This design comes from an exercise in tuning for small area and a short achievable clock period on the open sky130 flow, not from production work.
At most, simulation tests tie the RTL to the original design; equivalence was not proved.
Function not checked in run 1: the RTL went through the layout flow alone.
Power figures rest on the tool's default switching activity, not on a simulated workload.

$ cat config.mk
export PLATFORM = sky130hd
export DESIGN_NAME = basic_pe_array_ws
export DESIGN_NICKNAME = basic_pe_array_ws
export VERILOG_FILES = /design/flow/design.v
export SDC_FILE = /design/flow/constraint.sdc
export NUM_CORES = 4
export LEC_CHECK = 0
export CAP_MARGIN = 20
export CORE_MARGIN = 2
export CORE_UTILIZATION = 60
export SETUP_SLACK_MARGIN = 4.5
export SLEW_MARGIN = 20
export SYNTH_HIERARCHICAL = 1
export SYNTH_MINIMUM_KEEP_SIZE = 0
$ cat design.v
module basic_pe_array_ws (clk, reset, a_vec, b_vec, c_vec);
parameter size=8, row=8, col=8;
input wire clk, reset;
input wire [row*size-1:0] a_vec;
input wire [row*col*size-1:0] b_vec;
output wire [col*row*(2*size+1)-1:0] c_vec;
wire [2*size:0] cw [0:row*col-1];
wire [2*size:0] cnw [0:row*col-1];
wire [size-1:0] aw [0:row*col-1];    
genvar r, c;
generate
  for (r = 0; r < row; r = r + 1) begin : gr
    reg [size-1:0] ah [0:col-2];
    always @(posedge clk) begin : sh
      integer i;
      for (i = 0; i < col-1; i = i + 1)
        if (reset) ah[i] <= 0;
        else ah[i] <= aw[row*r+i];
    end
    for (c = 0; c < col; c = c + 1) begin : gc
      wire [size-1:0] bw = b_vec[size*(row*col-1-(row*r+c)) +: size];
      if (c == 0) begin : ga
        assign aw[row*r+c] = a_vec[size*(row-1-r) +: size];
      end else begin : ga
        assign aw[row*r+c] = ah[c-1];
      end
      if (c == 0 && r == 0) begin : pe
        pe_ws_az u (.clk(clk), .reset(reset), .a(aw[row*r+c]), .b(bw), .s({(2*size+1){1'b0}}), .sn({(2*size+1){1'b1}}), .c(cw[row*r+c]), .cn(cnw[row*r+c]));
      end else if (c == 0) begin : pe
        pe_ws_as u (.clk(clk), .reset(reset), .a(aw[row*r+c]), .b(bw), .s(cw[row*(r-1)+c]), .sn(cnw[row*(r-1)+c]), .c(cw[row*r+c]), .cn(cnw[row*r+c]));
      end else if (r == 0) begin : pe
        pe_ws_rz u (.clk(clk), .reset(reset), .a(aw[row*r+c]), .b(bw), .s({(2*size+1){1'b0}}), .sn({(2*size+1){1'b1}}), .c(cw[row*r+c]), .cn(cnw[row*r+c]));
      end else begin : pe
        pe_ws_rs u (.clk(clk), .reset(reset), .a(aw[row*r+c]), .b(bw), .s(cw[row*(r-1)+c]), .sn(cnw[row*(r-1)+c]), .c(cw[row*r+c]), .cn(cnw[row*r+c]));
      end
      assign c_vec[(2*size+1)*(row*col-1-(row*r+c)) +: 2*size+1] = cw[row*r+c];
    end
  end
endgenerate
endmodule
module pe_ws_rz (clk, reset, a, b, s, sn, c, cn);
input wire clk, reset;
input wire [7:0] a, b;
input wire [16:0] s, sn;    
output wire [16:0] c, cn;
  wire pp0_0 = ~(a[0] & b[0]);
  wire pp0_1 = ~(a[0] & b[1]);
  wire pp0_2 = ~(a[0] & b[2]);
  wire pp0_3 = ~(a[0] & b[3]);
  wire pp0_4 = ~(a[0] & b[4]);
  wire pp0_5 = ~(a[0] & b[5]);
  wire pp0_6 = ~(a[0] & b[6]);
  wire pp0_7 = ~(a[0] & b[7]);
  wire pp1_0 = ~(a[1] & b[0]);
  wire pp1_1 = ~(a[1] & b[1]);
  wire pp1_2 = ~(a[1] & b[2]);
  wire pp1_3 = ~(a[1] & b[3]);
  wire pp1_4 = ~(a[1] & b[4]);
  wire pp1_5 = ~(a[1] & b[5]);
  wire pp1_6 = ~(a[1] & b[6]);
  wire pp1_7 = ~(a[1] & b[7]);
  wire pp2_0 = ~(a[2] & b[0]);
  wire pp2_1 = ~(a[2] & b[1]);
  wire pp2_2 = ~(a[2] & b[2]);
  wire pp2_3 = ~(a[2] & b[3]);
  wire pp2_4 = ~(a[2] & b[4]);
  wire pp2_5 = ~(a[2] & b[5]);
  wire pp2_6 = ~(a[2] & b[6]);
  wire pp2_7 = ~(a[2] & b[7]);
  wire pp3_0 = ~(a[3] & b[0]);
  wire pp3_1 = ~(a[3] & b[1]);
  wire pp3_2 = ~(a[3] & b[2]);
  wire pp3_3 = ~(a[3] & b[3]);
  wire pp3_4 = ~(a[3] & b[4]);
  wire pp3_5 = ~(a[3] & b[5]);
  wire pp3_6 = ~(a[3] & b[6]);
  wire pp3_7 = ~(a[3] & b[7]);
  wire pp4_0 = ~(a[4] & b[0]);
  wire pp4_1 = ~(a[4] & b[1]);
  wire pp4_2 = ~(a[4] & b[2]);
  wire pp4_3 = ~(a[4] & b[3]);
  wire pp4_4 = ~(a[4] & b[4]);
  wire pp4_5 = ~(a[4] & b[5]);
  wire pp4_6 = ~(a[4] & b[6]);
  wire pp4_7 = ~(a[4] & b[7]);
  wire pp5_0 = ~(a[5] & b[0]);
  wire pp5_1 = ~(a[5] & b[1]);
  wire pp5_2 = ~(a[5] & b[2]);
  wire pp5_3 = ~(a[5] & b[3]);
  wire pp5_4 = ~(a[5] & b[4]);
  wire pp5_5 = ~(a[5] & b[5]);
  wire pp5_6 = ~(a[5] & b[6]);
  wire pp5_7 = ~(a[5] & b[7]);
  wire pp6_0 = ~(a[6] & b[0]);
  wire pp6_1 = ~(a[6] & b[1]);
  wire pp6_2 = ~(a[6] & b[2]);
  wire pp6_3 = ~(a[6] & b[3]);
  wire pp6_4 = ~(a[6] & b[4]);
  wire pp6_5 = ~(a[6] & b[5]);
  wire pp6_6 = ~(a[6] & b[6]);
  wire pp6_7 = ~(a[6] & b[7]);
  wire pp7_0 = ~(a[7] & b[0]);
  wire pp7_1 = ~(a[7] & b[1]);
  wire pp7_2 = ~(a[7] & b[2]);
  wire pp7_3 = ~(a[7] & b[3]);
  wire pp7_4 = ~(a[7] & b[4]);
  wire pp7_5 = ~(a[7] & b[5]);
  wire pp7_6 = ~(a[7] & b[6]);
  wire pp7_7 = ~(a[7] & b[7]);
  wire w1, w2;
  fa_ws h3 (.a(pp0_6), .b(pp1_5), .ci(1'b1), .s(w1), .co(w2));
  wire w4, w5;
  fa_ws f6 (.a(pp0_7), .b(pp1_6), .ci(pp2_5), .s(w4), .co(w5));
  wire w7, w8;
  fa_ws h9 (.a(pp3_4), .b(pp4_3), .ci(1'b1), .s(w7), .co(w8));
  wire w10, w11;
  fa_ws f12 (.a(pp1_7), .b(pp2_6), .ci(pp3_5), .s(w10), .co(w11));
  wire w13, w14;
  fa_ws h15 (.a(pp4_4), .b(pp5_3), .ci(1'b1), .s(w13), .co(w14));
  wire w16, w17;
  fa_ws f18 (.a(pp2_7), .b(pp3_6), .ci(pp4_5), .s(w16), .co(w17));
  wire w19, w20;
  fa_ws h21 (.a(pp0_4), .b(pp1_3), .ci(1'b1), .s(w19), .co(w20));
  wire w22, w23;
  fa_ws f24 (.a(pp0_5), .b(pp1_4), .ci(pp2_3), .s(w22), .co(w23));
  wire w25, w26;
  fa_ws h27 (.a(pp3_2), .b(pp4_1), .ci(1'b1), .s(w25), .co(w26));
  wire w28, w29;
  fa_ws f30 (.a(pp2_4), .b(pp3_3), .ci(pp4_2), .s(w28), .co(w29));
  wire w31, w32;
  fa_ws f33 (.a(pp5_1), .b(pp6_0), .ci(w1), .s(w31), .co(w32));
  wire w34, w35;
  fa_ws f36 (.a(pp5_2), .b(pp6_1), .ci(pp7_0), .s(w34), .co(w35));
  wire w37, w38;
  fa_ws f39 (.a(w2), .b(w7), .ci(w34), .s(w37), .co(w38));
  wire w40, w41;
  fa_ws f42 (.a(pp6_2), .b(pp7_1), .ci(w8), .s(w40), .co(w41));
  wire w43, w44;
  fa_ws f45 (.a(w13), .b(w5), .ci(w10), .s(w43), .co(w44));
  wire w46, w47;
  fa_ws f48 (.a(pp5_4), .b(pp6_3), .ci(pp7_2), .s(w46), .co(w47));
  wire w49, w50;
  fa_ws f51 (.a(w14), .b(w11), .ci(w16), .s(w49), .co(w50));
  wire w52, w53;
  fa_ws f54 (.a(pp3_7), .b(pp4_6), .ci(pp5_5), .s(w52), .co(w53));
  wire w55, w56;
  fa_ws f57 (.a(pp6_4), .b(pp7_3), .ci(w17), .s(w55), .co(w56));
  wire w58, w59;
  fa_ws f60 (.a(pp4_7), .b(pp5_6), .ci(pp6_5), .s(w58), .co(w59));
  wire w61, w62;
  fa_ws h63 (.a(pp0_3), .b(pp1_2), .ci(1'b1), .s(w61), .co(w62));
  wire w64, w65;
  fa_ws f66 (.a(pp2_2), .b(pp3_1), .ci(pp4_0), .s(w64), .co(w65));
  wire w67, w68;
  fa_ws f69 (.a(pp5_0), .b(w20), .ci(w25), .s(w67), .co(w68));
  wire w70, w71;
  fa_ws f72 (.a(w26), .b(w23), .ci(w28), .s(w70), .co(w71));
  wire w73, w74;
  fa_ws f75 (.a(w29), .b(w4), .ci(w32), .s(w73), .co(w74));
  wire w76, w77;
  fa_ws f78 (.a(w35), .b(w40), .ci(w38), .s(w76), .co(w77));
  wire w79, w80;
  fa_ws f81 (.a(w46), .b(w41), .ci(w44), .s(w79), .co(w80));
  wire w82, w83;
  fa_ws f84 (.a(w47), .b(w52), .ci(w50), .s(w82), .co(w83));
  wire w85, w86;
  fa_ws f87 (.a(pp7_4), .b(w53), .ci(w58), .s(w85), .co(w86));
  wire w88, w89;
  fa_ws f90 (.a(pp5_7), .b(pp6_6), .ci(pp7_5), .s(w88), .co(w89));
  wire w91, w92;
  fa_ws h93 (.a(pp0_2), .b(pp1_1), .ci(1'b1), .s(w91), .co(w92));
  wire w94, w95;
  fa_ws f96 (.a(pp2_1), .b(pp3_0), .ci(w61), .s(w94), .co(w95));
  wire w97, w98;
  fa_ws f99 (.a(w62), .b(w19), .ci(w64), .s(w97), .co(w98));
  wire w100, w101;
  fa_ws f102 (.a(w65), .b(w22), .ci(w67), .s(w100), .co(w101));
  wire w103, w104;
  fa_ws f105 (.a(w68), .b(w31), .ci(w70), .s(w103), .co(w104));
  wire w106, w107;
  fa_ws f108 (.a(w71), .b(w37), .ci(w73), .s(w106), .co(w107));
  wire w109, w110;
  fa_ws f111 (.a(w43), .b(w74), .ci(w76), .s(w109), .co(w110));
  wire w112, w113;
  fa_ws f114 (.a(w49), .b(w77), .ci(w79), .s(w112), .co(w113));
  wire w115, w116;
  fa_ws f117 (.a(w55), .b(w80), .ci(w82), .s(w115), .co(w116));
  wire w118, w119;
  fa_ws f120 (.a(w56), .b(w85), .ci(w83), .s(w118), .co(w119));
  wire w121, w122;
  fa_ws f123 (.a(w59), .b(w88), .ci(w86), .s(w121), .co(w122));
  wire w124, w125;
  fa_ws f126 (.a(pp6_7), .b(pp7_6), .ci(w89), .s(w124), .co(w125));
  wire [16:0] x0 = {1'b0, 1'b0, ~pp7_7, ~w124, ~w121, ~w116, ~w113, ~w110, ~w107, ~w104, ~w101, ~w98, ~w95, ~w92, ~pp2_0, ~pp0_1, ~pp0_0};
  wire [16:0] x1 = {1'b0, 1'b0, ~w125, ~w122, ~w119, ~w118, ~w115, ~w112, ~w109, ~w106, ~w103, ~w100, ~w97, ~w94, ~w91, ~pp1_0, 1'b0};
  wire [9:0] lo = x0[8:0] + x1[8:0];
  reg [9:0] lr;
  always @(posedge clk) begin
    if (reset) lr <= 0;
    else lr <= lo;
  end
  reg [14:9] hr0;
  always @(posedge clk) begin
    if (reset) hr0 <= 0;
    else hr0 <= x0[14:9];
  end
  wire [16:9] h0 = {2'b0, hr0};
  reg [14:9] hr1;
  always @(posedge clk) begin
    if (reset) hr1 <= 0;
    else hr1 <= x1[14:9];
  end
  wire [16:9] h1 = {2'b0, hr1};
  assign c = {h0 + h1 + lr[9], lr[8:0]};
  assign cn = ~c;
endmodule
module pe_ws_rs (clk, reset, a, b, s, sn, c, cn);
input wire clk, reset;
input wire [7:0] a, b;
input wire [16:0] s, sn;    
output wire [16:0] c, cn;
  wire pp0_0 = ~(a[0] & b[0]);
  wire pp0_1 = ~(a[0] & b[1]);
  wire pp0_2 = ~(a[0] & b[2]);
  wire pp0_3 = ~(a[0] & b[3]);
  wire pp0_4 = ~(a[0] & b[4]);
  wire pp0_5 = ~(a[0] & b[5]);
  wire pp0_6 = ~(a[0] & b[6]);
  wire pp0_7 = ~(a[0] & b[7]);
  wire pp1_0 = ~(a[1] & b[0]);
  wire pp1_1 = ~(a[1] & b[1]);
  wire pp1_2 = ~(a[1] & b[2]);
  wire pp1_3 = ~(a[1] & b[3]);
  wire pp1_4 = ~(a[1] & b[4]);
  wire pp1_5 = ~(a[1] & b[5]);
  wire pp1_6 = ~(a[1] & b[6]);
  wire pp1_7 = ~(a[1] & b[7]);
  wire pp2_0 = ~(a[2] & b[0]);
  wire pp2_1 = ~(a[2] & b[1]);
  wire pp2_2 = ~(a[2] & b[2]);
  wire pp2_3 = ~(a[2] & b[3]);
  wire pp2_4 = ~(a[2] & b[4]);
  wire pp2_5 = ~(a[2] & b[5]);
  wire pp2_6 = ~(a[2] & b[6]);
  wire pp2_7 = ~(a[2] & b[7]);
  wire pp3_0 = ~(a[3] & b[0]);
  wire pp3_1 = ~(a[3] & b[1]);
  wire pp3_2 = ~(a[3] & b[2]);
  wire pp3_3 = ~(a[3] & b[3]);
  wire pp3_4 = ~(a[3] & b[4]);
  wire pp3_5 = ~(a[3] & b[5]);
  wire pp3_6 = ~(a[3] & b[6]);
  wire pp3_7 = ~(a[3] & b[7]);
  wire pp4_0 = ~(a[4] & b[0]);
  wire pp4_1 = ~(a[4] & b[1]);
  wire pp4_2 = ~(a[4] & b[2]);
  wire pp4_3 = ~(a[4] & b[3]);
  wire pp4_4 = ~(a[4] & b[4]);
  wire pp4_5 = ~(a[4] & b[5]);
  wire pp4_6 = ~(a[4] & b[6]);
  wire pp4_7 = ~(a[4] & b[7]);
  wire pp5_0 = ~(a[5] & b[0]);
  wire pp5_1 = ~(a[5] & b[1]);
  wire pp5_2 = ~(a[5] & b[2]);
  wire pp5_3 = ~(a[5] & b[3]);
  wire pp5_4 = ~(a[5] & b[4]);
  wire pp5_5 = ~(a[5] & b[5]);
  wire pp5_6 = ~(a[5] & b[6]);
  wire pp5_7 = ~(a[5] & b[7]);
  wire pp6_0 = ~(a[6] & b[0]);
  wire pp6_1 = ~(a[6] & b[1]);
  wire pp6_2 = ~(a[6] & b[2]);
  wire pp6_3 = ~(a[6] & b[3]);
  wire pp6_4 = ~(a[6] & b[4]);
  wire pp6_5 = ~(a[6] & b[5]);
  wire pp6_6 = ~(a[6] & b[6]);
  wire pp6_7 = ~(a[6] & b[7]);
  wire pp7_0 = ~(a[7] & b[0]);
  wire pp7_1 = ~(a[7] & b[1]);
  wire pp7_2 = ~(a[7] & b[2]);
  wire pp7_3 = ~(a[7] & b[3]);
  wire pp7_4 = ~(a[7] & b[4]);
  wire pp7_5 = ~(a[7] & b[5]);
  wire pp7_6 = ~(a[7] & b[6]);
  wire pp7_7 = ~(a[7] & b[7]);
  wire w1, w2;
  fa_ws h3 (.a(sn[5]), .b(pp0_5), .ci(1'b1), .s(w1), .co(w2));
  wire w4, w5;
  fa_ws f6 (.a(sn[6]), .b(pp0_6), .ci(pp1_5), .s(w4), .co(w5));
  wire w7, w8;
  fa_ws h9 (.a(pp2_4), .b(pp3_3), .ci(1'b1), .s(w7), .co(w8));
  wire w10, w11;
  fa_ws f12 (.a(sn[7]), .b(pp0_7), .ci(pp1_6), .s(w10), .co(w11));
  wire w13, w14;
  fa_ws f15 (.a(pp2_5), .b(pp3_4), .ci(pp4_3), .s(w13), .co(w14));
  wire w16, w17;
  fa_ws h18 (.a(pp5_2), .b(pp6_1), .ci(1'b1), .s(w16), .co(w17));
  wire w19, w20;
  fa_ws f21 (.a(sn[8]), .b(pp1_7), .ci(pp2_6), .s(w19), .co(w20));
  wire w22, w23;
  fa_ws f24 (.a(pp3_5), .b(pp4_4), .ci(pp5_3), .s(w22), .co(w23));
  wire w25, w26;
  fa_ws h27 (.a(pp6_2), .b(pp7_1), .ci(1'b1), .s(w25), .co(w26));
  wire w28, w29;
  fa_ws f30 (.a(sn[9]), .b(pp2_7), .ci(pp3_6), .s(w28), .co(w29));
  wire w31, w32;
  fa_ws f33 (.a(pp4_5), .b(pp5_4), .ci(pp6_3), .s(w31), .co(w32));
  wire w34, w35;
  fa_ws f36 (.a(sn[10]), .b(pp3_7), .ci(pp4_6), .s(w34), .co(w35));
  wire w37, w38;
  fa_ws h39 (.a(sn[3]), .b(pp0_3), .ci(1'b1), .s(w37), .co(w38));
  wire w40, w41;
  fa_ws f42 (.a(sn[4]), .b(pp0_4), .ci(pp1_3), .s(w40), .co(w41));
  wire w43, w44;
  fa_ws h45 (.a(pp2_2), .b(pp3_1), .ci(1'b1), .s(w43), .co(w44));
  wire w46, w47;
  fa_ws f48 (.a(pp1_4), .b(pp2_3), .ci(pp3_2), .s(w46), .co(w47));
  wire w49, w50;
  fa_ws f51 (.a(pp4_1), .b(pp5_0), .ci(w1), .s(w49), .co(w50));
  wire w52, w53;
  fa_ws f54 (.a(pp4_2), .b(pp5_1), .ci(pp6_0), .s(w52), .co(w53));
  wire w55, w56;
  fa_ws f57 (.a(w2), .b(w7), .ci(w4), .s(w55), .co(w56));
  wire w58, w59;
  fa_ws f60 (.a(pp7_0), .b(w8), .ci(w16), .s(w58), .co(w59));
  wire w61, w62;
  fa_ws f63 (.a(w5), .b(w10), .ci(w13), .s(w61), .co(w62));
  wire w64, w65;
  fa_ws f66 (.a(w17), .b(w25), .ci(w11), .s(w64), .co(w65));
  wire w67, w68;
  fa_ws f69 (.a(w14), .b(w19), .ci(w22), .s(w67), .co(w68));
  wire w70, w71;
  fa_ws f72 (.a(pp7_2), .b(w26), .ci(w20), .s(w70), .co(w71));
  wire w73, w74;
  fa_ws f75 (.a(w23), .b(w28), .ci(w31), .s(w73), .co(w74));
  wire w76, w77;
  fa_ws f78 (.a(pp5_5), .b(pp6_4), .ci(pp7_3), .s(w76), .co(w77));
  wire w79, w80;
  fa_ws f81 (.a(w29), .b(w32), .ci(w34), .s(w79), .co(w80));
  wire w82, w83;
  fa_ws f84 (.a(sn[11]), .b(pp4_7), .ci(pp5_6), .s(w82), .co(w83));
  wire w85, w86;
  fa_ws f87 (.a(pp6_5), .b(pp7_4), .ci(w35), .s(w85), .co(w86));
  wire w88, w89;
  fa_ws f90 (.a(sn[12]), .b(pp5_7), .ci(pp6_6), .s(w88), .co(w89));
  wire w91, w92;
  fa_ws h93 (.a(sn[2]), .b(pp0_2), .ci(1'b1), .s(w91), .co(w92));
  wire w94, w95;
  fa_ws f96 (.a(pp1_2), .b(pp2_1), .ci(pp3_0), .s(w94), .co(w95));
  wire w97, w98;
  fa_ws f99 (.a(pp4_0), .b(w38), .ci(w43), .s(w97), .co(w98));
  wire w100, w101;
  fa_ws f102 (.a(w44), .b(w41), .ci(w46), .s(w100), .co(w101));
  wire w103, w104;
  fa_ws f105 (.a(w47), .b(w52), .ci(w50), .s(w103), .co(w104));
  wire w106, w107;
  fa_ws f108 (.a(w53), .b(w58), .ci(w56), .s(w106), .co(w107));
  wire w109, w110;
  fa_ws f111 (.a(w59), .b(w62), .ci(w64), .s(w109), .co(w110));
  wire w112, w113;
  fa_ws f114 (.a(w65), .b(w68), .ci(w70), .s(w112), .co(w113));
  wire w115, w116;
  fa_ws f117 (.a(w76), .b(w71), .ci(w74), .s(w115), .co(w116));
  wire w118, w119;
  fa_ws f120 (.a(w77), .b(w82), .ci(w80), .s(w118), .co(w119));
  wire w121, w122;
  fa_ws f123 (.a(pp7_5), .b(w83), .ci(w88), .s(w121), .co(w122));
  wire w124, w125;
  fa_ws f126 (.a(sn[13]), .b(pp6_7), .ci(pp7_6), .s(w124), .co(w125));
  wire w127, w128;
  fa_ws h129 (.a(sn[1]), .b(pp0_1), .ci(1'b1), .s(w127), .co(w128));
  wire w130, w131;
  fa_ws f132 (.a(pp1_1), .b(pp2_0), .ci(w91), .s(w130), .co(w131));
  wire w133, w134;
  fa_ws f135 (.a(w92), .b(w37), .ci(w94), .s(w133), .co(w134));
  wire w136, w137;
  fa_ws f138 (.a(w95), .b(w40), .ci(w97), .s(w136), .co(w137));
  wire w139, w140;
  fa_ws f141 (.a(w98), .b(w49), .ci(w100), .s(w139), .co(w140));
  wire w142, w143;
  fa_ws f144 (.a(w101), .b(w55), .ci(w103), .s(w142), .co(w143));
  wire w145, w146;
  fa_ws f147 (.a(w61), .b(w104), .ci(w106), .s(w145), .co(w146));
  wire w148, w149;
  fa_ws f150 (.a(w67), .b(w107), .ci(w109), .s(w148), .co(w149));
  wire w151, w152;
  fa_ws f153 (.a(w73), .b(w110), .ci(w112), .s(w151), .co(w152));
  wire w154, w155;
  fa_ws f156 (.a(w79), .b(w113), .ci(w115), .s(w154), .co(w155));
  wire w157, w158;
  fa_ws f159 (.a(w85), .b(w116), .ci(w118), .s(w157), .co(w158));
  wire w160, w161;
  fa_ws f162 (.a(w86), .b(w121), .ci(w119), .s(w160), .co(w161));
  wire w163, w164;
  fa_ws f165 (.a(w89), .b(w124), .ci(w122), .s(w163), .co(w164));
  wire w166, w167;
  fa_ws f168 (.a(sn[14]), .b(pp7_7), .ci(w125), .s(w166), .co(w167));
  wire [16:0] x0 = {~sn[16], ~sn[15], ~w166, ~w163, ~w158, ~w155, ~w152, ~w149, ~w146, ~w143, ~w140, ~w137, ~w134, ~w131, ~w128, ~pp1_0, ~sn[0]};
  wire [16:0] x1 = {1'b0, ~w167, ~w164, ~w161, ~w160, ~w157, ~w154, ~w151, ~w148, ~w145, ~w142, ~w139, ~w136, ~w133, ~w130, ~w127, ~pp0_0};
  wire [9:0] lo = x0[8:0] + x1[8:0];
  reg [9:0] lr;
  always @(posedge clk) begin
    if (reset) lr <= 0;
    else lr <= lo;
  end
  reg [16:9] hr0;
  always @(posedge clk) begin
    if (reset) hr0 <= 0;
    else hr0 <= x0[16:9];
  end
  wire [16:9] h0 = {hr0};
  reg [15:9] hr1;
  always @(posedge clk) begin
    if (reset) hr1 <= 0;
    else hr1 <= x1[15:9];
  end
  wire [16:9] h1 = {1'b0, hr1};
  assign c = {h0 + h1 + lr[9], lr[8:0]};
  assign cn = ~c;
endmodule
module pe_ws_az (clk, reset, a, b, s, sn, c, cn);
input wire clk, reset;
input wire [7:0] a, b;
input wire [16:0] s, sn;    
output wire [16:0] c, cn;
  wire pp0_0 = ~(a[0] & b[0]);
  wire pp0_1 = ~(a[0] & b[1]);
  wire pp0_2 = ~(a[0] & b[2]);
  wire pp0_3 = ~(a[0] & b[3]);
  wire pp0_4 = ~(a[0] & b[4]);
  wire pp0_5 = ~(a[0] & b[5]);
  wire pp0_6 = ~(a[0] & b[6]);
  wire pp0_7 = ~(a[0] & b[7]);
  wire pp1_0 = ~(a[1] & b[0]);
  wire pp1_1 = ~(a[1] & b[1]);
  wire pp1_2 = ~(a[1] & b[2]);
  wire pp1_3 = ~(a[1] & b[3]);
  wire pp1_4 = ~(a[1] & b[4]);
  wire pp1_5 = ~(a[1] & b[5]);
  wire pp1_6 = ~(a[1] & b[6]);
  wire pp1_7 = ~(a[1] & b[7]);
  wire pp2_0 = ~(a[2] & b[0]);
  wire pp2_1 = ~(a[2] & b[1]);
  wire pp2_2 = ~(a[2] & b[2]);
  wire pp2_3 = ~(a[2] & b[3]);
  wire pp2_4 = ~(a[2] & b[4]);
  wire pp2_5 = ~(a[2] & b[5]);
  wire pp2_6 = ~(a[2] & b[6]);
  wire pp2_7 = ~(a[2] & b[7]);
  wire pp3_0 = ~(a[3] & b[0]);
  wire pp3_1 = ~(a[3] & b[1]);
  wire pp3_2 = ~(a[3] & b[2]);
  wire pp3_3 = ~(a[3] & b[3]);
  wire pp3_4 = ~(a[3] & b[4]);
  wire pp3_5 = ~(a[3] & b[5]);
  wire pp3_6 = ~(a[3] & b[6]);
  wire pp3_7 = ~(a[3] & b[7]);
  wire pp4_0 = ~(a[4] & b[0]);
  wire pp4_1 = ~(a[4] & b[1]);
  wire pp4_2 = ~(a[4] & b[2]);
  wire pp4_3 = ~(a[4] & b[3]);
  wire pp4_4 = ~(a[4] & b[4]);
  wire pp4_5 = ~(a[4] & b[5]);
  wire pp4_6 = ~(a[4] & b[6]);
  wire pp4_7 = ~(a[4] & b[7]);
  wire pp5_0 = ~(a[5] & b[0]);
  wire pp5_1 = ~(a[5] & b[1]);
  wire pp5_2 = ~(a[5] & b[2]);
  wire pp5_3 = ~(a[5] & b[3]);
  wire pp5_4 = ~(a[5] & b[4]);
  wire pp5_5 = ~(a[5] & b[5]);
  wire pp5_6 = ~(a[5] & b[6]);
  wire pp5_7 = ~(a[5] & b[7]);
  wire pp6_0 = ~(a[6] & b[0]);
  wire pp6_1 = ~(a[6] & b[1]);
  wire pp6_2 = ~(a[6] & b[2]);
  wire pp6_3 = ~(a[6] & b[3]);
  wire pp6_4 = ~(a[6] & b[4]);
  wire pp6_5 = ~(a[6] & b[5]);
  wire pp6_6 = ~(a[6] & b[6]);
  wire pp6_7 = ~(a[6] & b[7]);
  wire pp7_0 = ~(a[7] & b[0]);
  wire pp7_1 = ~(a[7] & b[1]);
  wire pp7_2 = ~(a[7] & b[2]);
  wire pp7_3 = ~(a[7] & b[3]);
  wire pp7_4 = ~(a[7] & b[4]);
  wire pp7_5 = ~(a[7] & b[5]);
  wire pp7_6 = ~(a[7] & b[6]);
  wire pp7_7 = ~(a[7] & b[7]);
  wire w1, w2;
  fa_ws h3 (.a(pp0_6), .b(pp1_5), .ci(1'b1), .s(w1), .co(w2));
  wire w4, w5;
  fa_ws f6 (.a(pp0_7), .b(pp1_6), .ci(pp2_5), .s(w4), .co(w5));
  wire w7, w8;
  fa_ws h9 (.a(pp3_4), .b(pp4_3), .ci(1'b1), .s(w7), .co(w8));
  wire w10, w11;
  fa_ws f12 (.a(pp1_7), .b(pp2_6), .ci(pp3_5), .s(w10), .co(w11));
  wire w13, w14;
  fa_ws h15 (.a(pp4_4), .b(pp5_3), .ci(1'b1), .s(w13), .co(w14));
  wire w16, w17;
  fa_ws f18 (.a(pp2_7), .b(pp3_6), .ci(pp4_5), .s(w16), .co(w17));
  wire w19, w20;
  fa_ws h21 (.a(pp0_4), .b(pp1_3), .ci(1'b1), .s(w19), .co(w20));
  wire w22, w23;
  fa_ws f24 (.a(pp0_5), .b(pp1_4), .ci(pp2_3), .s(w22), .co(w23));
  wire w25, w26;
  fa_ws h27 (.a(pp3_2), .b(pp4_1), .ci(1'b1), .s(w25), .co(w26));
  wire w28, w29;
  fa_ws f30 (.a(pp2_4), .b(pp3_3), .ci(pp4_2), .s(w28), .co(w29));
  wire w31, w32;
  fa_ws f33 (.a(pp5_1), .b(pp6_0), .ci(w1), .s(w31), .co(w32));
  wire w34, w35;
  fa_ws f36 (.a(pp5_2), .b(pp6_1), .ci(pp7_0), .s(w34), .co(w35));
  wire w37, w38;
  fa_ws f39 (.a(w2), .b(w7), .ci(w34), .s(w37), .co(w38));
  wire w40, w41;
  fa_ws f42 (.a(pp6_2), .b(pp7_1), .ci(w8), .s(w40), .co(w41));
  wire w43, w44;
  fa_ws f45 (.a(w13), .b(w5), .ci(w10), .s(w43), .co(w44));
  wire w46, w47;
  fa_ws f48 (.a(pp5_4), .b(pp6_3), .ci(pp7_2), .s(w46), .co(w47));
  wire w49, w50;
  fa_ws f51 (.a(w14), .b(w11), .ci(w16), .s(w49), .co(w50));
  wire w52, w53;
  fa_ws f54 (.a(pp3_7), .b(pp4_6), .ci(pp5_5), .s(w52), .co(w53));
  wire w55, w56;
  fa_ws f57 (.a(pp6_4), .b(pp7_3), .ci(w17), .s(w55), .co(w56));
  wire w58, w59;
  fa_ws f60 (.a(pp4_7), .b(pp5_6), .ci(pp6_5), .s(w58), .co(w59));
  wire w61, w62;
  fa_ws h63 (.a(pp0_3), .b(pp1_2), .ci(1'b1), .s(w61), .co(w62));
  wire w64, w65;
  fa_ws f66 (.a(pp2_2), .b(pp3_1), .ci(pp4_0), .s(w64), .co(w65));
  wire w67, w68;
  fa_ws f69 (.a(pp5_0), .b(w20), .ci(w25), .s(w67), .co(w68));
  wire w70, w71;
  fa_ws f72 (.a(w26), .b(w23), .ci(w28), .s(w70), .co(w71));
  wire w73, w74;
  fa_ws f75 (.a(w29), .b(w4), .ci(w32), .s(w73), .co(w74));
  wire w76, w77;
  fa_ws f78 (.a(w35), .b(w40), .ci(w38), .s(w76), .co(w77));
  wire w79, w80;
  fa_ws f81 (.a(w46), .b(w41), .ci(w44), .s(w79), .co(w80));
  wire w82, w83;
  fa_ws f84 (.a(w47), .b(w52), .ci(w50), .s(w82), .co(w83));
  wire w85, w86;
  fa_ws f87 (.a(pp7_4), .b(w53), .ci(w58), .s(w85), .co(w86));
  wire w88, w89;
  fa_ws f90 (.a(pp5_7), .b(pp6_6), .ci(pp7_5), .s(w88), .co(w89));
  wire w91, w92;
  fa_ws h93 (.a(pp0_2), .b(pp1_1), .ci(1'b1), .s(w91), .co(w92));
  wire w94, w95;
  fa_ws f96 (.a(pp2_1), .b(pp3_0), .ci(w61), .s(w94), .co(w95));
  wire w97, w98;
  fa_ws f99 (.a(w62), .b(w19), .ci(w64), .s(w97), .co(w98));
  wire w100, w101;
  fa_ws f102 (.a(w65), .b(w22), .ci(w67), .s(w100), .co(w101));
  wire w103, w104;
  fa_ws f105 (.a(w68), .b(w31), .ci(w70), .s(w103), .co(w104));
  wire w106, w107;
  fa_ws f108 (.a(w71), .b(w37), .ci(w73), .s(w106), .co(w107));
  wire w109, w110;
  fa_ws f111 (.a(w43), .b(w74), .ci(w76), .s(w109), .co(w110));
  wire w112, w113;
  fa_ws f114 (.a(w49), .b(w77), .ci(w79), .s(w112), .co(w113));
  wire w115, w116;
  fa_ws f117 (.a(w55), .b(w80), .ci(w82), .s(w115), .co(w116));
  wire w118, w119;
  fa_ws f120 (.a(w56), .b(w85), .ci(w83), .s(w118), .co(w119));
  wire w121, w122;
  fa_ws f123 (.a(w59), .b(w88), .ci(w86), .s(w121), .co(w122));
  wire w124, w125;
  fa_ws f126 (.a(pp6_7), .b(pp7_6), .ci(w89), .s(w124), .co(w125));
  wire [16:0] x0 = {1'b0, 1'b0, ~pp7_7, ~w124, ~w121, ~w116, ~w113, ~w110, ~w107, ~w104, ~w101, ~w98, ~w95, ~w92, ~pp2_0, ~pp0_1, ~pp0_0};
  wire [16:0] x1 = {1'b0, 1'b0, ~w125, ~w122, ~w119, ~w118, ~w115, ~w112, ~w109, ~w106, ~w103, ~w100, ~w97, ~w94, ~w91, ~pp1_0, 1'b0};
  wire [9:0] lo = x0[8:0] + x1[8:0];
  reg [9:0] lr;
  always @(posedge clk) begin
    if (reset) lr <= 0;
    else lr <= lo;
  end
  reg [14:9] hr0;
  always @(posedge clk) begin
    if (reset) hr0 <= 0;
    else hr0 <= x0[14:9];
  end
  wire [16:9] h0 = {2'b0, hr0};
  reg [14:9] hr1;
  always @(posedge clk) begin
    if (reset) hr1 <= 0;
    else hr1 <= x1[14:9];
  end
  wire [16:9] h1 = {2'b0, hr1};
  assign c = {h0 + h1 + lr[9], lr[8:0]};
  assign cn = ~c;
endmodule
module pe_ws_as (clk, reset, a, b, s, sn, c, cn);
input wire clk, reset;
input wire [7:0] a, b;
input wire [16:0] s, sn;    
output wire [16:0] c, cn;
  wire pp0_0 = ~(a[0] & b[0]);
  wire pp0_1 = ~(a[0] & b[1]);
  wire pp0_2 = ~(a[0] & b[2]);
  wire pp0_3 = ~(a[0] & b[3]);
  wire pp0_4 = ~(a[0] & b[4]);
  wire pp0_5 = ~(a[0] & b[5]);
  wire pp0_6 = ~(a[0] & b[6]);
  wire pp0_7 = ~(a[0] & b[7]);
  wire pp1_0 = ~(a[1] & b[0]);
  wire pp1_1 = ~(a[1] & b[1]);
  wire pp1_2 = ~(a[1] & b[2]);
  wire pp1_3 = ~(a[1] & b[3]);
  wire pp1_4 = ~(a[1] & b[4]);
  wire pp1_5 = ~(a[1] & b[5]);
  wire pp1_6 = ~(a[1] & b[6]);
  wire pp1_7 = ~(a[1] & b[7]);
  wire pp2_0 = ~(a[2] & b[0]);
  wire pp2_1 = ~(a[2] & b[1]);
  wire pp2_2 = ~(a[2] & b[2]);
  wire pp2_3 = ~(a[2] & b[3]);
  wire pp2_4 = ~(a[2] & b[4]);
  wire pp2_5 = ~(a[2] & b[5]);
  wire pp2_6 = ~(a[2] & b[6]);
  wire pp2_7 = ~(a[2] & b[7]);
  wire pp3_0 = ~(a[3] & b[0]);
  wire pp3_1 = ~(a[3] & b[1]);
  wire pp3_2 = ~(a[3] & b[2]);
  wire pp3_3 = ~(a[3] & b[3]);
  wire pp3_4 = ~(a[3] & b[4]);
  wire pp3_5 = ~(a[3] & b[5]);
  wire pp3_6 = ~(a[3] & b[6]);
  wire pp3_7 = ~(a[3] & b[7]);
  wire pp4_0 = ~(a[4] & b[0]);
  wire pp4_1 = ~(a[4] & b[1]);
  wire pp4_2 = ~(a[4] & b[2]);
  wire pp4_3 = ~(a[4] & b[3]);
  wire pp4_4 = ~(a[4] & b[4]);
  wire pp4_5 = ~(a[4] & b[5]);
  wire pp4_6 = ~(a[4] & b[6]);
  wire pp4_7 = ~(a[4] & b[7]);
  wire pp5_0 = ~(a[5] & b[0]);
  wire pp5_1 = ~(a[5] & b[1]);
  wire pp5_2 = ~(a[5] & b[2]);
  wire pp5_3 = ~(a[5] & b[3]);
  wire pp5_4 = ~(a[5] & b[4]);
  wire pp5_5 = ~(a[5] & b[5]);
  wire pp5_6 = ~(a[5] & b[6]);
  wire pp5_7 = ~(a[5] & b[7]);
  wire pp6_0 = ~(a[6] & b[0]);
  wire pp6_1 = ~(a[6] & b[1]);
  wire pp6_2 = ~(a[6] & b[2]);
  wire pp6_3 = ~(a[6] & b[3]);
  wire pp6_4 = ~(a[6] & b[4]);
  wire pp6_5 = ~(a[6] & b[5]);
  wire pp6_6 = ~(a[6] & b[6]);
  wire pp6_7 = ~(a[6] & b[7]);
  wire pp7_0 = ~(a[7] & b[0]);
  wire pp7_1 = ~(a[7] & b[1]);
  wire pp7_2 = ~(a[7] & b[2]);
  wire pp7_3 = ~(a[7] & b[3]);
  wire pp7_4 = ~(a[7] & b[4]);
  wire pp7_5 = ~(a[7] & b[5]);
  wire pp7_6 = ~(a[7] & b[6]);
  wire pp7_7 = ~(a[7] & b[7]);
  wire w1, w2;
  fa_ws h3 (.a(sn[5]), .b(pp0_5), .ci(1'b1), .s(w1), .co(w2));
  wire w4, w5;
  fa_ws f6 (.a(sn[6]), .b(pp0_6), .ci(pp1_5), .s(w4), .co(w5));
  wire w7, w8;
  fa_ws h9 (.a(pp2_4), .b(pp3_3), .ci(1'b1), .s(w7), .co(w8));
  wire w10, w11;
  fa_ws f12 (.a(sn[7]), .b(pp0_7), .ci(pp1_6), .s(w10), .co(w11));
  wire w13, w14;
  fa_ws f15 (.a(pp2_5), .b(pp3_4), .ci(pp4_3), .s(w13), .co(w14));
  wire w16, w17;
  fa_ws h18 (.a(pp5_2), .b(pp6_1), .ci(1'b1), .s(w16), .co(w17));
  wire w19, w20;
  fa_ws f21 (.a(sn[8]), .b(pp1_7), .ci(pp2_6), .s(w19), .co(w20));
  wire w22, w23;
  fa_ws f24 (.a(pp3_5), .b(pp4_4), .ci(pp5_3), .s(w22), .co(w23));
  wire w25, w26;
  fa_ws h27 (.a(pp6_2), .b(pp7_1), .ci(1'b1), .s(w25), .co(w26));
  wire w28, w29;
  fa_ws f30 (.a(sn[9]), .b(pp2_7), .ci(pp3_6), .s(w28), .co(w29));
  wire w31, w32;
  fa_ws f33 (.a(pp4_5), .b(pp5_4), .ci(pp6_3), .s(w31), .co(w32));
  wire w34, w35;
  fa_ws f36 (.a(sn[10]), .b(pp3_7), .ci(pp4_6), .s(w34), .co(w35));
  wire w37, w38;
  fa_ws h39 (.a(sn[3]), .b(pp0_3), .ci(1'b1), .s(w37), .co(w38));
  wire w40, w41;
  fa_ws f42 (.a(sn[4]), .b(pp0_4), .ci(pp1_3), .s(w40), .co(w41));
  wire w43, w44;
  fa_ws h45 (.a(pp2_2), .b(pp3_1), .ci(1'b1), .s(w43), .co(w44));
  wire w46, w47;
  fa_ws f48 (.a(pp1_4), .b(pp2_3), .ci(pp3_2), .s(w46), .co(w47));
  wire w49, w50;
  fa_ws f51 (.a(pp4_1), .b(pp5_0), .ci(w1), .s(w49), .co(w50));
  wire w52, w53;
  fa_ws f54 (.a(pp4_2), .b(pp5_1), .ci(pp6_0), .s(w52), .co(w53));
  wire w55, w56;
  fa_ws f57 (.a(w2), .b(w7), .ci(w4), .s(w55), .co(w56));
  wire w58, w59;
  fa_ws f60 (.a(pp7_0), .b(w8), .ci(w16), .s(w58), .co(w59));
  wire w61, w62;
  fa_ws f63 (.a(w5), .b(w10), .ci(w13), .s(w61), .co(w62));
  wire w64, w65;
  fa_ws f66 (.a(w17), .b(w25), .ci(w11), .s(w64), .co(w65));
  wire w67, w68;
  fa_ws f69 (.a(w14), .b(w19), .ci(w22), .s(w67), .co(w68));
  wire w70, w71;
  fa_ws f72 (.a(pp7_2), .b(w26), .ci(w20), .s(w70), .co(w71));
  wire w73, w74;
  fa_ws f75 (.a(w23), .b(w28), .ci(w31), .s(w73), .co(w74));
  wire w76, w77;
  fa_ws f78 (.a(pp5_5), .b(pp6_4), .ci(pp7_3), .s(w76), .co(w77));
  wire w79, w80;
  fa_ws f81 (.a(w29), .b(w32), .ci(w34), .s(w79), .co(w80));
  wire w82, w83;
  fa_ws f84 (.a(sn[11]), .b(pp4_7), .ci(pp5_6), .s(w82), .co(w83));
  wire w85, w86;
  fa_ws f87 (.a(pp6_5), .b(pp7_4), .ci(w35), .s(w85), .co(w86));
  wire w88, w89;
  fa_ws f90 (.a(sn[12]), .b(pp5_7), .ci(pp6_6), .s(w88), .co(w89));
  wire w91, w92;
  fa_ws h93 (.a(sn[2]), .b(pp0_2), .ci(1'b1), .s(w91), .co(w92));
  wire w94, w95;
  fa_ws f96 (.a(pp1_2), .b(pp2_1), .ci(pp3_0), .s(w94), .co(w95));
  wire w97, w98;
  fa_ws f99 (.a(pp4_0), .b(w38), .ci(w43), .s(w97), .co(w98));
  wire w100, w101;
  fa_ws f102 (.a(w44), .b(w41), .ci(w46), .s(w100), .co(w101));
  wire w103, w104;
  fa_ws f105 (.a(w47), .b(w52), .ci(w50), .s(w103), .co(w104));
  wire w106, w107;
  fa_ws f108 (.a(w53), .b(w58), .ci(w56), .s(w106), .co(w107));
  wire w109, w110;
  fa_ws f111 (.a(w59), .b(w62), .ci(w64), .s(w109), .co(w110));
  wire w112, w113;
  fa_ws f114 (.a(w65), .b(w68), .ci(w70), .s(w112), .co(w113));
  wire w115, w116;
  fa_ws f117 (.a(w76), .b(w71), .ci(w74), .s(w115), .co(w116));
  wire w118, w119;
  fa_ws f120 (.a(w77), .b(w82), .ci(w80), .s(w118), .co(w119));
  wire w121, w122;
  fa_ws f123 (.a(pp7_5), .b(w83), .ci(w88), .s(w121), .co(w122));
  wire w124, w125;
  fa_ws f126 (.a(sn[13]), .b(pp6_7), .ci(pp7_6), .s(w124), .co(w125));
  wire w127, w128;
  fa_ws h129 (.a(sn[1]), .b(pp0_1), .ci(1'b1), .s(w127), .co(w128));
  wire w130, w131;
  fa_ws f132 (.a(pp1_1), .b(pp2_0), .ci(w91), .s(w130), .co(w131));
  wire w133, w134;
  fa_ws f135 (.a(w92), .b(w37), .ci(w94), .s(w133), .co(w134));
  wire w136, w137;
  fa_ws f138 (.a(w95), .b(w40), .ci(w97), .s(w136), .co(w137));
  wire w139, w140;
  fa_ws f141 (.a(w98), .b(w49), .ci(w100), .s(w139), .co(w140));
  wire w142, w143;
  fa_ws f144 (.a(w101), .b(w55), .ci(w103), .s(w142), .co(w143));
  wire w145, w146;
  fa_ws f147 (.a(w61), .b(w104), .ci(w106), .s(w145), .co(w146));
  wire w148, w149;
  fa_ws f150 (.a(w67), .b(w107), .ci(w109), .s(w148), .co(w149));
  wire w151, w152;
  fa_ws f153 (.a(w73), .b(w110), .ci(w112), .s(w151), .co(w152));
  wire w154, w155;
  fa_ws f156 (.a(w79), .b(w113), .ci(w115), .s(w154), .co(w155));
  wire w157, w158;
  fa_ws f159 (.a(w85), .b(w116), .ci(w118), .s(w157), .co(w158));
  wire w160, w161;
  fa_ws f162 (.a(w86), .b(w121), .ci(w119), .s(w160), .co(w161));
  wire w163, w164;
  fa_ws f165 (.a(w89), .b(w124), .ci(w122), .s(w163), .co(w164));
  wire w166, w167;
  fa_ws f168 (.a(sn[14]), .b(pp7_7), .ci(w125), .s(w166), .co(w167));
  wire [16:0] x0 = {~sn[16], ~sn[15], ~w166, ~w163, ~w158, ~w155, ~w152, ~w149, ~w146, ~w143, ~w140, ~w137, ~w134, ~w131, ~w128, ~pp1_0, ~sn[0]};
  wire [16:0] x1 = {1'b0, ~w167, ~w164, ~w161, ~w160, ~w157, ~w154, ~w151, ~w148, ~w145, ~w142, ~w139, ~w136, ~w133, ~w130, ~w127, ~pp0_0};
  wire [9:0] lo = x0[8:0] + x1[8:0];
  reg [9:0] lr;
  always @(posedge clk) begin
    if (reset) lr <= 0;
    else lr <= lo;
  end
  reg [16:9] hr0;
  always @(posedge clk) begin
    if (reset) hr0 <= 0;
    else hr0 <= x0[16:9];
  end
  wire [16:9] h0 = {hr0};
  reg [15:9] hr1;
  always @(posedge clk) begin
    if (reset) hr1 <= 0;
    else hr1 <= x1[15:9];
  end
  wire [16:9] h1 = {1'b0, hr1};
  assign c = {h0 + h1 + lr[9], lr[8:0]};
  assign cn = ~c;
endmodule
module fa_ws (a, b, ci, s, co);
input wire a, b, ci;
output wire s, co;
assign s = a ^ b ^ ci;
assign co = (a & b) | (ci & (a ^ b));
endmodule
module ha_ws (a, b, s, co);
input wire a, b;
output wire s, co;
assign s = a ^ b;
assign co = a & b;
endmodule
module han_ws (a, b, s, co);
input wire a, b;
output wire s, co;
assign s = ~(a ^ b);
assign co = a | b;
endmodule
$ cat constraint.sdc
create_clock -name core_clock -period 9.0 [get_ports {clk}]
set_input_delay 1.8000 -clock core_clock [delete_from_list [all_inputs] [get_ports {clk}]]
set_output_delay 1.8000 -clock core_clock [all_outputs]
set_load 0.01 [all_outputs]
$ cat run.sh
#!/bin/bash
# synth_recipe.tcl (not shown) runs the flow's synth.tcl, then flattens the netlist and writes it again
# the make line also repeats each setting of config.mk as NAME=value (left out here)
make -C /OpenROAD-flow-scripts/flow DESIGN_CONFIG=/design/flow/config.mk WORK_HOME=/design/flow/orfs CLKGATE_MAP_FILE= SYNTH_SCRIPT=/design/flow/synth_recipe.tcl finish
==> results.sh, run 1 <==
export IMPL_grt_pass1_wl_um=889000
export IMPL_cts_max_level=4
export IMPL_multi_input_area_um2=145000
export IMPL_avgSynthCellArea_um2=9.34
export IMPL_finalHoldViolations=0
export IMPL_cts_hold_buf=0
export IMPL_clock_latency_ns=0.96
export IMPL_dr_pass1_iters=6
export IMPL_seqCellArea_um2=40700
export IMPL_io_buffers=1657
export IMPL_intPower_mw=29.8
export IMPL_end_kind="flip-flop"
export IMPL_nNetsFinal=27000
export IMPL_rows=208
export IMPL_start_util_pct=60.3
export IMPL_grt_overflow=0
export IMPL_drive_above_1_share_pct=14.3
export IMPL_drtIter0Drc=9632
export IMPL_power_frac_seq_pct=23.5
export IMPL_peakVddDrop_v=0.000234
export IMPL_antenna_found_initial=291
export IMPL_layout_min_cycle_time_ns=4.86
export IMPL_placed_area_um2=213000
export IMPL_grt_setup_unrepaired="yes"
export IMPL_slew_viol_final=0
export IMPL_core_um2=321000
export IMPL_grt_pass1_vias=147000
export IMPL_combPwrFrac_pct=55.4
export IMPL_cts_tree="built"
export IMPL_hp_start="gr[0].ah[6][0]"
export IMPL_maxSlewHeadroom_pct=28.5
export IMPL_dieArea_um2=327000
export IMPL_powerDensity_nw_per_um2=220
export IMPL_timing_critical_path_mode_cell="buf_4"
export IMPL_wl_per_cell_um=22.5
export IMPL_slowest_delay_ns=0.36
export IMPL_crit_arrival_ns=5.68
export IMPL_vias_per_cell=5.38
export IMPL_die_h_um=572
export IMPL_p_clk_share_pct=21.1
export IMPL_cts_sinks=2024
export IMPL_clock_path_buffers=4
export IMPL_antenna_left=0
export IMPL_io_pins=1666
export IMPL_fillCellCount=24800
export IMPL_worstSetupStartpointType="flip-flop"
export IMPL_grt_use_total_pct=36.4
export IMPL_hp_class="flip-flop to flip-flop"
export IMPL_hold_end="gr[0].gc[7].genblk2.genblk1.pe.u.lr[0]"
export IMPL_fmax_mhz=206
export IMPL_place_congestion=0.978
export IMPL_drc_errors=0
export IMPL_syn_inst=20700
export IMPL_tightest_slew_ns=1.07
export IMPL_r2r_cells=35
export IMPL_p_leak_nw=86.1
export IMPL_r2r_end="gr[6].gc[7].genblk2.genblk1.pe.u.hr0[15]"
export IMPL_hold_path_depth=2
export IMPL_rrSetupSlack_ns=4.14
export IMPL_status="timing/DRC/antenna clean"
export IMPL_max_cap_violations=0
export IMPL_finalSetupViolations=0
export IMPL_path_class="flip-flop to flip-flop"
export IMPL_cp_required_ns=9.82
export IMPL_clock_skew_ns=0.0433
export IMPL_rr_startpoint="gr[5].gc[7].genblk2.genblk1.pe.u.lr[9]"
export IMPL_cts_root_buf="clkbuf_16"
export IMPL_dp_hpwl_um=488000
export IMPL_cts_clk_slew_worst_paths_ns=0.06
export IMPL_yosysWarnings=27
export IMPL_swShare_pct=40.8
export IMPL_p_switching_mw=20.6
export IMPL_syn_area_um2=194000
export IMPL_crit_fanout=2
export IMPL_syn2layout_area_growth_pct=18.5
export IMPL_grt_max_degree=168
export IMPL_finalWirelength_um=597000
export IMPL_fin_crit_sh_pct=54.0
export IMPL_cts_buffers=241
export IMPL_hold_slack_ns=0.550
export IMPL_via_count=143000
export IMPL_die_x_um=572
export IMPL_tns_ns=0
export IMPL_critPathSlowestCell="fa_2"
export IMPL_final_area_um2=230000
-- registers in the layout (all words and copies together) (netlist names) --
register / flops
gr.gc.genblk2.genblk1.pe.u.hr1: 385
gr.gc.genblk2.pe.u.hr1: 49
gr.gc.pe.u.lr: 10
gr.gc.genblk2.genblk1.pe.u.lr: 560
gr.gc.genblk2.pe.u.lr: 70
gr.ah: 448
gr.gc.genblk2.pe.u.hr0: 56
gr.gc.pe.u.hr1: 6
gr.gc.genblk2.genblk1.pe.u.hr0: 434
gr.gc.pe.u.hr0: 6
-- how the worst max path moves through the flow --
stage	startpoint	to	slack, ns	cells after the start
floorplan	b_vec[509]	gr[0].gc[0].pe.u.lr[8]	4.22	12
global placement	a_vec[24]	gr[4].gc[0].genblk2.pe.u.lr[8]	3.40	12
detailed placement	a_vec[48]	gr[1].gc[0].genblk2.pe.u.lr[8]	3.35	12
CTS	gr[2].gc[3].genblk2.genblk1.pe.u.lr[9]	c_vec[763]	4.16	9
global route	gr[5].gc[7].genblk2.genblk1.pe.u.lr[9]	gr[6].gc[7].genblk2.genblk1.pe.u.hr0[15]	4.04	35
finish	gr[5].gc[7].genblk2.genblk1.pe.u.lr[9]	gr[6].gc[7].genblk2.genblk1.pe.u.hr0[15]	4.14	35
-- power groups by stage --
stage | registers, mW | logic, mW | clock network, mW
CTS | 11.8 | 27.6 | 10.8
floorplan | 11.1 | 19.9 | 0
finish | 11.9 | 28.0 | 10.6
detailed placement | 11.9 | 27.2 | 0
global route | 11.9 | 31.1 | 11.1
global placement | 11.9 | 26.7 | 0
-- worst max-delay path, delay by kind of cell, from the launching register on --
kind,cells,cell delay (ns)
simple gates,3,0.27
compound gates,2,0.28
flops,1,0.35
buf+inv,27,3.13
mux,1,0.12
fa+ha+maj,2,0.57
-- cells in the final DEF (no fill, tap or decap), drive strengths merged, types with 163 or more instances in the layout --
cell	instances
nand2	4169
fa	3664
inv	2453
dfxtp	2024
nor2	1832
ha	944
nor2b	866
clkdlybuf4s50	763
buf	693
a21oi	656
conb	520
dlymetal6s2s	409
clkbuf	357
xnor2	326
o21ai	236
diode	179
dlygate4sd2	163
-- routing by layer --
metal  part of all wire, %  GRT usage (%)
met1                    37           43.3
met2                    44           55.1
met3                    11           13.4
met4                   7.9           25.0
met5                  0.15              0
-- timing repair --
action / in CTS / in global routing
endpoints found under the setup margin: 482 / 474
gates resized for setup: 2302 / 991
pin swaps: 397 / 373
setup buffers: 266 / 140
-- through the flow --
stage	setup WS, ns	utilization, %	power, mW	cells
after global routing	4.04	71.4	54.2	26400
after floorplan	4.22	-	31.0	21200
after CTS	4.16	70.2	50.1	26200
final	4.14	71.5	50.4	26500
after global placement	3.40	66.3	38.6	25500
after detailed placement	3.35	66.3	39.1	25500
-- cell type report --
| cell class | count | share of cell area [%] |
|---|---|---|
| clock inverter | 114 | 0.675 |
| antenna | 179 | 0.195 |
| inverter | 2453 | 4.01 |
| timing repair buffer | 2088 | 8.98 |
| multi-input combinational | 15000 | 63.0 |
| tap | 4305 | 2.35 |
| clock buffer | 326 | 3.04 |
| sequential | 2024 | 17.7 |
==> run 2: changes to the inputs <==
--- a/design.v
+++ b/design.v
@@ -194,24 +194,13 @@
   wire [16:0] x0 = {1'b0, 1'b0, ~pp7_7, ~w124, ~w121, ~w116, ~w113, ~w110, ~w107, ~w104, ~w101, ~w98, ~w95, ~w92, ~pp2_0, ~pp0_1, ~pp0_0};
   wire [16:0] x1 = {1'b0, 1'b0, ~w125, ~w122, ~w119, ~w118, ~w115, ~w112, ~w109, ~w106, ~w103, ~w100, ~w97, ~w94, ~w91, ~pp1_0, 1'b0};
-  wire [9:0] lo = x0[8:0] + x1[8:0];
-  reg [9:0] lr;
+  wire [16:0] x2 = {1'b0, 1'b0, 1'b0, 1'b0, 1'b0, 1'b0, 1'b0, 1'b0, 1'b0, 1'b0, 1'b0, 1'b0, 1'b0, 1'b0, 1'b0, 1'b0, 1'b0};
+  wire [16:0] sum = x0 + x1 + x2;
+  reg [16:0] cr;
   always @(posedge clk) begin
-    if (reset) lr <= 0;
-    else lr <= lo;
+    if (reset) cr <= 0;
+    else cr <= sum;
   end
-  reg [14:9] hr0;
-  always @(posedge clk) begin
-    if (reset) hr0 <= 0;
-    else hr0 <= x0[14:9];
-  end
-  wire [16:9] h0 = {2'b0, hr0};
-  reg [14:9] hr1;
-  always @(posedge clk) begin
-    if (reset) hr1 <= 0;
-    else hr1 <= x1[14:9];
-  end
-  wire [16:9] h1 = {2'b0, hr1};
-  assign c = {h0 + h1 + lr[9], lr[8:0]};
-  assign cn = ~c;
+  assign c = cr;
+  assign cn = ~cr;
 endmodule
 module pe_ws_rs (clk, reset, a, b, s, sn, c, cn);
@@ -398,24 +387,13 @@
   wire [16:0] x0 = {~sn[16], ~sn[15], ~w166, ~w163, ~w158, ~w155, ~w152, ~w149, ~w146, ~w143, ~w140, ~w137, ~w134, ~w131, ~w128, ~pp1_0, ~sn[0]};
   wire [16:0] x1 = {1'b0, ~w167, ~w164, ~w161, ~w160, ~w157, ~w154, ~w151, ~w148, ~w145, ~w142, ~w139, ~w136, ~w133, ~w130, ~w127, ~pp0_0};
-  wire [9:0] lo = x0[8:0] + x1[8:0];
-  reg [9:0] lr;
-  always @(posedge clk) begin
-    if (reset) lr <= 0;
-    else lr <= lo;
-  end
-  reg [16:9] hr0;
-  always @(posedge clk) begin
-    if (reset) hr0 <= 0;
-    else hr0 <= x0[16:9];
-  end
-  wire [16:9] h0 = {hr0};
-  reg [15:9] hr1;
+  wire [16:0] x2 = {1'b0, 1'b0, 1'b0, 1'b0, 1'b0, 1'b0, 1'b0, 1'b0, 1'b0, 1'b0, 1'b0, 1'b0, 1'b0, 1'b0, 1'b0, 1'b0, 1'b0};
+  wire [16:0] sum = x0 + x1 + x2;
+  reg [16:0] cr;
   always @(posedge clk) begin
-    if (reset) hr1 <= 0;
-    else hr1 <= x1[15:9];
+    if (reset) cr <= 0;
+    else cr <= sum;
   end
-  wire [16:9] h1 = {1'b0, hr1};
-  assign c = {h0 + h1 + lr[9], lr[8:0]};
-  assign cn = ~c;
+  assign c = cr;
+  assign cn = ~cr;
 endmodule
 module pe_ws_az (clk, reset, a, b, s, sn, c, cn);
@@ -574,24 +552,13 @@
   wire [16:0] x0 = {1'b0, 1'b0, ~pp7_7, ~w124, ~w121, ~w116, ~w113, ~w110, ~w107, ~w104, ~w101, ~w98, ~w95, ~w92, ~pp2_0, ~pp0_1, ~pp0_0};
   wire [16:0] x1 = {1'b0, 1'b0, ~w125, ~w122, ~w119, ~w118, ~w115, ~w112, ~w109, ~w106, ~w103, ~w100, ~w97, ~w94, ~w91, ~pp1_0, 1'b0};
-  wire [9:0] lo = x0[8:0] + x1[8:0];
-  reg [9:0] lr;
+  wire [16:0] x2 = {1'b0, 1'b0, 1'b0, 1'b0, 1'b0, 1'b0, 1'b0, 1'b0, 1'b0, 1'b0, 1'b0, 1'b0, 1'b0, 1'b0, 1'b0, 1'b0, 1'b0};
+  wire [16:0] sum = x0 + x1 + x2;
+  reg [16:0] cr;
   always @(posedge clk) begin
-    if (reset) lr <= 0;
-    else lr <= lo;
+    if (reset) cr <= 0;
+    else cr <= sum;
   end
-  reg [14:9] hr0;
-  always @(posedge clk) begin
-    if (reset) hr0 <= 0;
-    else hr0 <= x0[14:9];
-  end
-  wire [16:9] h0 = {2'b0, hr0};
-  reg [14:9] hr1;
-  always @(posedge clk) begin
-    if (reset) hr1 <= 0;
-    else hr1 <= x1[14:9];
-  end
-  wire [16:9] h1 = {2'b0, hr1};
-  assign c = {h0 + h1 + lr[9], lr[8:0]};
-  assign cn = ~c;
+  assign c = cr;
+  assign cn = ~cr;
 endmodule
 module pe_ws_as (clk, reset, a, b, s, sn, c, cn);
@@ -778,24 +745,13 @@
   wire [16:0] x0 = {~sn[16], ~sn[15], ~w166, ~w163, ~w158, ~w155, ~w152, ~w149, ~w146, ~w143, ~w140, ~w137, ~w134, ~w131, ~w128, ~pp1_0, ~sn[0]};
   wire [16:0] x1 = {1'b0, ~w167, ~w164, ~w161, ~w160, ~w157, ~w154, ~w151, ~w148, ~w145, ~w142, ~w139, ~w136, ~w133, ~w130, ~w127, ~pp0_0};
-  wire [9:0] lo = x0[8:0] + x1[8:0];
-  reg [9:0] lr;
-  always @(posedge clk) begin
-    if (reset) lr <= 0;
-    else lr <= lo;
-  end
-  reg [16:9] hr0;
-  always @(posedge clk) begin
-    if (reset) hr0 <= 0;
-    else hr0 <= x0[16:9];
-  end
-  wire [16:9] h0 = {hr0};
-  reg [15:9] hr1;
+  wire [16:0] x2 = {1'b0, 1'b0, 1'b0, 1'b0, 1'b0, 1'b0, 1'b0, 1'b0, 1'b0, 1'b0, 1'b0, 1'b0, 1'b0, 1'b0, 1'b0, 1'b0, 1'b0};
+  wire [16:0] sum = x0 + x1 + x2;
+  reg [16:0] cr;
   always @(posedge clk) begin
-    if (reset) hr1 <= 0;
-    else hr1 <= x1[15:9];
+    if (reset) cr <= 0;
+    else cr <= sum;
   end
-  wire [16:9] h1 = {1'b0, hr1};
-  assign c = {h0 + h1 + lr[9], lr[8:0]};
-  assign cn = ~c;
+  assign c = cr;
+  assign cn = ~cr;
 endmodule
 module fa_ws (a, b, ci, s, co);
==> results.sh, run 2 <==
export IMPL_status="timing/DRC/antenna clean"
export IMPL_crit_start="b_vec[77]"
export IMPL_dp_hpwl_um=534000
export IMPL_fin_cells=27500
export IMPL_grt_busiest_layer="met2"
export IMPL_dp_slack_ns=2.72
export IMPL_endpoint="gr[6].gc[6].genblk2.genblk1.pe.u.cr[13]"
export IMPL_layout_commonest_cell="nand2_1"
export IMPL_syn_area_um2=191000
export IMPL_powerDensity_nw_per_um2=258
export IMPL_antenna_found_initial=182
export IMPL_tightest_slew_ns=1.16
export IMPL_antenna_left=0
export IMPL_use_met1_pct=46.3
export IMPL_rows=206
export IMPL_p_switching_mw=28.4
export IMPL_end_kind="flip-flop"
export IMPL_finalSetupViolations=0
export IMPL_finalHoldViolations=0
export IMPL_layout_setup_ws_ns=4.37
export IMPL_top_regs="gr.gc.genblk2.genblk1.pe.u.cr (945), gr.ah (448), gr.gc.genblk2.pe.u.cr (119)"
export IMPL_p_clk_share_pct=14.4
export IMPL_place_congestion=1.02
export IMPL_fmax_mhz=216
export IMPL_combPwrFrac_pct=70.0
export IMPL_rrSetupSlack_ns=4.67
export IMPL_critPathSlowestCell="fa_1"
export IMPL_grt_pass1_wl_um=970000
export IMPL_start_util_pct=60.4
export IMPL_maxSlewHeadroom_pct=22.9
export IMPL_cts_clk_slew_worst_paths_ns=0.06
export IMPL_die_x_um=568
export IMPL_avgSynthCellArea_um2=8.78
export IMPL_fillCellCount=23300
export IMPL_dpl_cell_count=26800
export IMPL_largest_register="gr.gc.genblk2.genblk1.pe.u.cr"
export IMPL_grt_pass1_vias=162000
export IMPL_grt_setup_unrepaired="yes"
export IMPL_cp_required_ns=9.80
export IMPL_swShare_pct=46.8
export IMPL_drtIter0Drc=11600
export IMPL_fin_crit_sh_pct=51.4
export IMPL_layout_min_cycle_time_ns=4.63
export IMPL_syn_inst=21700
export IMPL_path_class="input pin to flip-flop"
export IMPL_clock_path_buffers=4
export IMPL_slowest_delay_ns=0.56
export IMPL_cts_hold_buf=0
export IMPL_clock_latency_ns=0.95
export IMPL_timing_critical_path_mode_cell="fa_1"
export IMPL_crit_fanout=5
export IMPL_grt_max_degree=215
export IMPL_io_pins=1666
export IMPL_vias_per_cell=5.68
export IMPL_dr_pass1_iters=8
export IMPL_r2r_cells=12
export IMPL_io_buffers=1657
export IMPL_cts_max_level=4
export IMPL_power_frac_seq_pct=15.5
export IMPL_grt_util_met2_pct=60.5
export IMPL_finalWirelength_um=643000
export IMPL_wl_per_cell_um=23.4
export IMPL_rr_startpoint="gr[6].ah[5][0]"
export IMPL_cts_sinks=1528
export IMPL_worstSetupStartpointType="input pin"
export IMPL_syn2layout_area_growth_pct=23.1
export IMPL_dieArea_um2=322000
export IMPL_die_h_um=568
export IMPL_yosysWarnings=27
export IMPL_hp_class="flip-flop to flip-flop"
export IMPL_cts_buffers=195
export IMPL_clock_skew_ns=0.0394
export IMPL_cts_tree="built"
export IMPL_use_met3_pct=13.3
export IMPL_nNetsFinal=28200
export IMPL_slew_viol_final=0
export IMPL_cts_root_buf="clkbuf_16"
export IMPL_intPower_mw=32.2
export IMPL_p_leak_nw=88.7
export IMPL_tns_ns=0
export IMPL_grt_use_total_pct=39.6
export IMPL_path_cells="buf_12 > nand2_4 > fa_1 > fa_2 > fa_1 > fa_1 > inv_2 > ha_4 > a21oi_4 > o21ai_2 > a221o_1 > a21oi_2 > mux2_4"
export IMPL_max_cap_violations=0
export IMPL_crit_arrival_ns=5.43
export IMPL_drive_above_1_share_pct=19.9
export IMPL_r2r_end="gr[6].gc[6].genblk2.genblk1.pe.u.cr[13]"
export IMPL_mostFrequentLayoutCells="nand2_1 (4437), inv_1 (2935), fa_1 (2545)"
export IMPL_drc_errors=0
export IMPL_finalPower_mw=60.6
export IMPL_peakVddDrop_v=0.000424
export IMPL_via_count=156000
export IMPL_largest_register_ffs=945
export IMPL_core_um2=315000
export IMPL_grt_overflow=0
[run 2: changes by cell type in the layout (fill, tap and decap cells not counted), moves of 257 or more]
| cell | delta |
|---|---|
| clkdlybuf4s50_1 | +317 |
| nor2_1 | -621 |
| dfxtp_1 | -337 |
| fa_1 | -791 |
| inv_1 | +701 |
| fa_2 | +663 |
| dlymetal6s2s_1 | -409 |
| nand2_1 | +334 |
| mux2_1 | +257 |
[run 2: worst min-delay path by stage]
stage                        start                                endpoint  cells past startpoint
floorplan           gr[0].ah[0][2]                          gr[0].ah[1][2]                      1
global placement    gr[0].ah[5][0]  gr[0].gc[6].genblk2.genblk1.pe.u.cr[0]                      2
detailed placement  gr[0].ah[5][0]  gr[0].gc[6].genblk2.genblk1.pe.u.cr[0]                      2
CTS                 gr[0].ah[5][0]  gr[0].gc[6].genblk2.genblk1.pe.u.cr[0]                      2
global route        gr[0].ah[2][6]                          gr[0].ah[3][6]                      1
finish              gr[0].ah[2][6]                          gr[0].ah[3][6]                      1
[run 2: what timing repair did]
action                     in CTS  in global routing
pin swaps                      60                697
setup endpoints to repair     620                333
setup buffers                  21                214
resized for setup            3054               1825
[run 2: layout make-up]
type / instances / area [µm²] / share of cell area, %
clock inverters: 112 / 1590 / 0.679
clock buffers: 244 / 5420 / 2.31
diodes: 114 / 285 / 0.122
well taps: 4160 / 5200 / 2.22
inverters: 3045 / 11400 / 4.87
repair buffers: 1911 / 18400 / 7.85
flip-flops and latches: 1528 / 30600 / 13.0
multi-input cells: 16400 / 162000 / 68.9
[run 2: worst max-delay path, delay by kind of cell]
family                     cells  cell delay, ns
and+or+nand+nor                1            0.06
muxes                          1            0.30
adders and majority gates      5            2.25
AOI/OAI and AO/OA              4            0.86
buffers and inverters          2            0.14
[run 2: power by group through the flow]
stage / Combinational, mW / Sequential [mW] / Clock (mW)
floorplan: 28.1 / 9.32 / 0
global placement: 37.0 / 9.49 / 0
detailed placement: 37.5 / 9.50 / 0
CTS: 38.5 / 9.37 / 8.86
global route: 46.0 / 9.46 / 9.10
finish: 42.4 / 9.41 / 8.75
[run 2: metrics by stage]
step / hold slack [ns] / util (%) / instance area [µm²]
2_1_floorplan: 0.436 / - / 208000
3_3_place_gp: 0.576 / 69.8 / 220000
3_5_place_dp: 0.578 / 69.8 / 220000
4_1_cts: 0.584 / 71.8 / 227000
5_1_grt: 0.618 / 74.3 / 235000
6_report: 0.604 / 74.4 / 235000
[run 2: metal layers]
metal,vias up,part of all wire (%)
met4,94,9.1
met5,-,0.095
met2,6784,44
li1,69500,-
met3,1810,11
met1,78300,36

==> separate check: timing with driven ports <==
In the flow no input, the clock included, has a driving cell. The finished layouts below were timed again as built, in two steps.
Step 1 assumes that a clkbuf_16 drives the clock port and a buf_2 every other input.
Step 2, shift: input delay + t, output delay - t, t = (earliest + latest rising clock arrival at the registers) / 2. This alone moves slack from input paths to output paths.
a / b / c = ideal ports / drivers / drivers and shift; a / b = the first two.
run	t, ns	slack for setup (ns)	latest minus earliest clock arrival (ns)	worst register clock-pin slew, ns
run 1	1.060	4.143 / 4.082 / 3.384	0.044 / 0.043	0.07 / 0.07
run 2	1.046	4.370 / 4.225 / 3.180	0.052 / 0.051	0.07 / 0.07
After both steps every run listed still meets setup and hold. For run 2, which loses most, drivers alone change the setup slack by -0.145 ns; drivers and shift together by -1.190 ns.
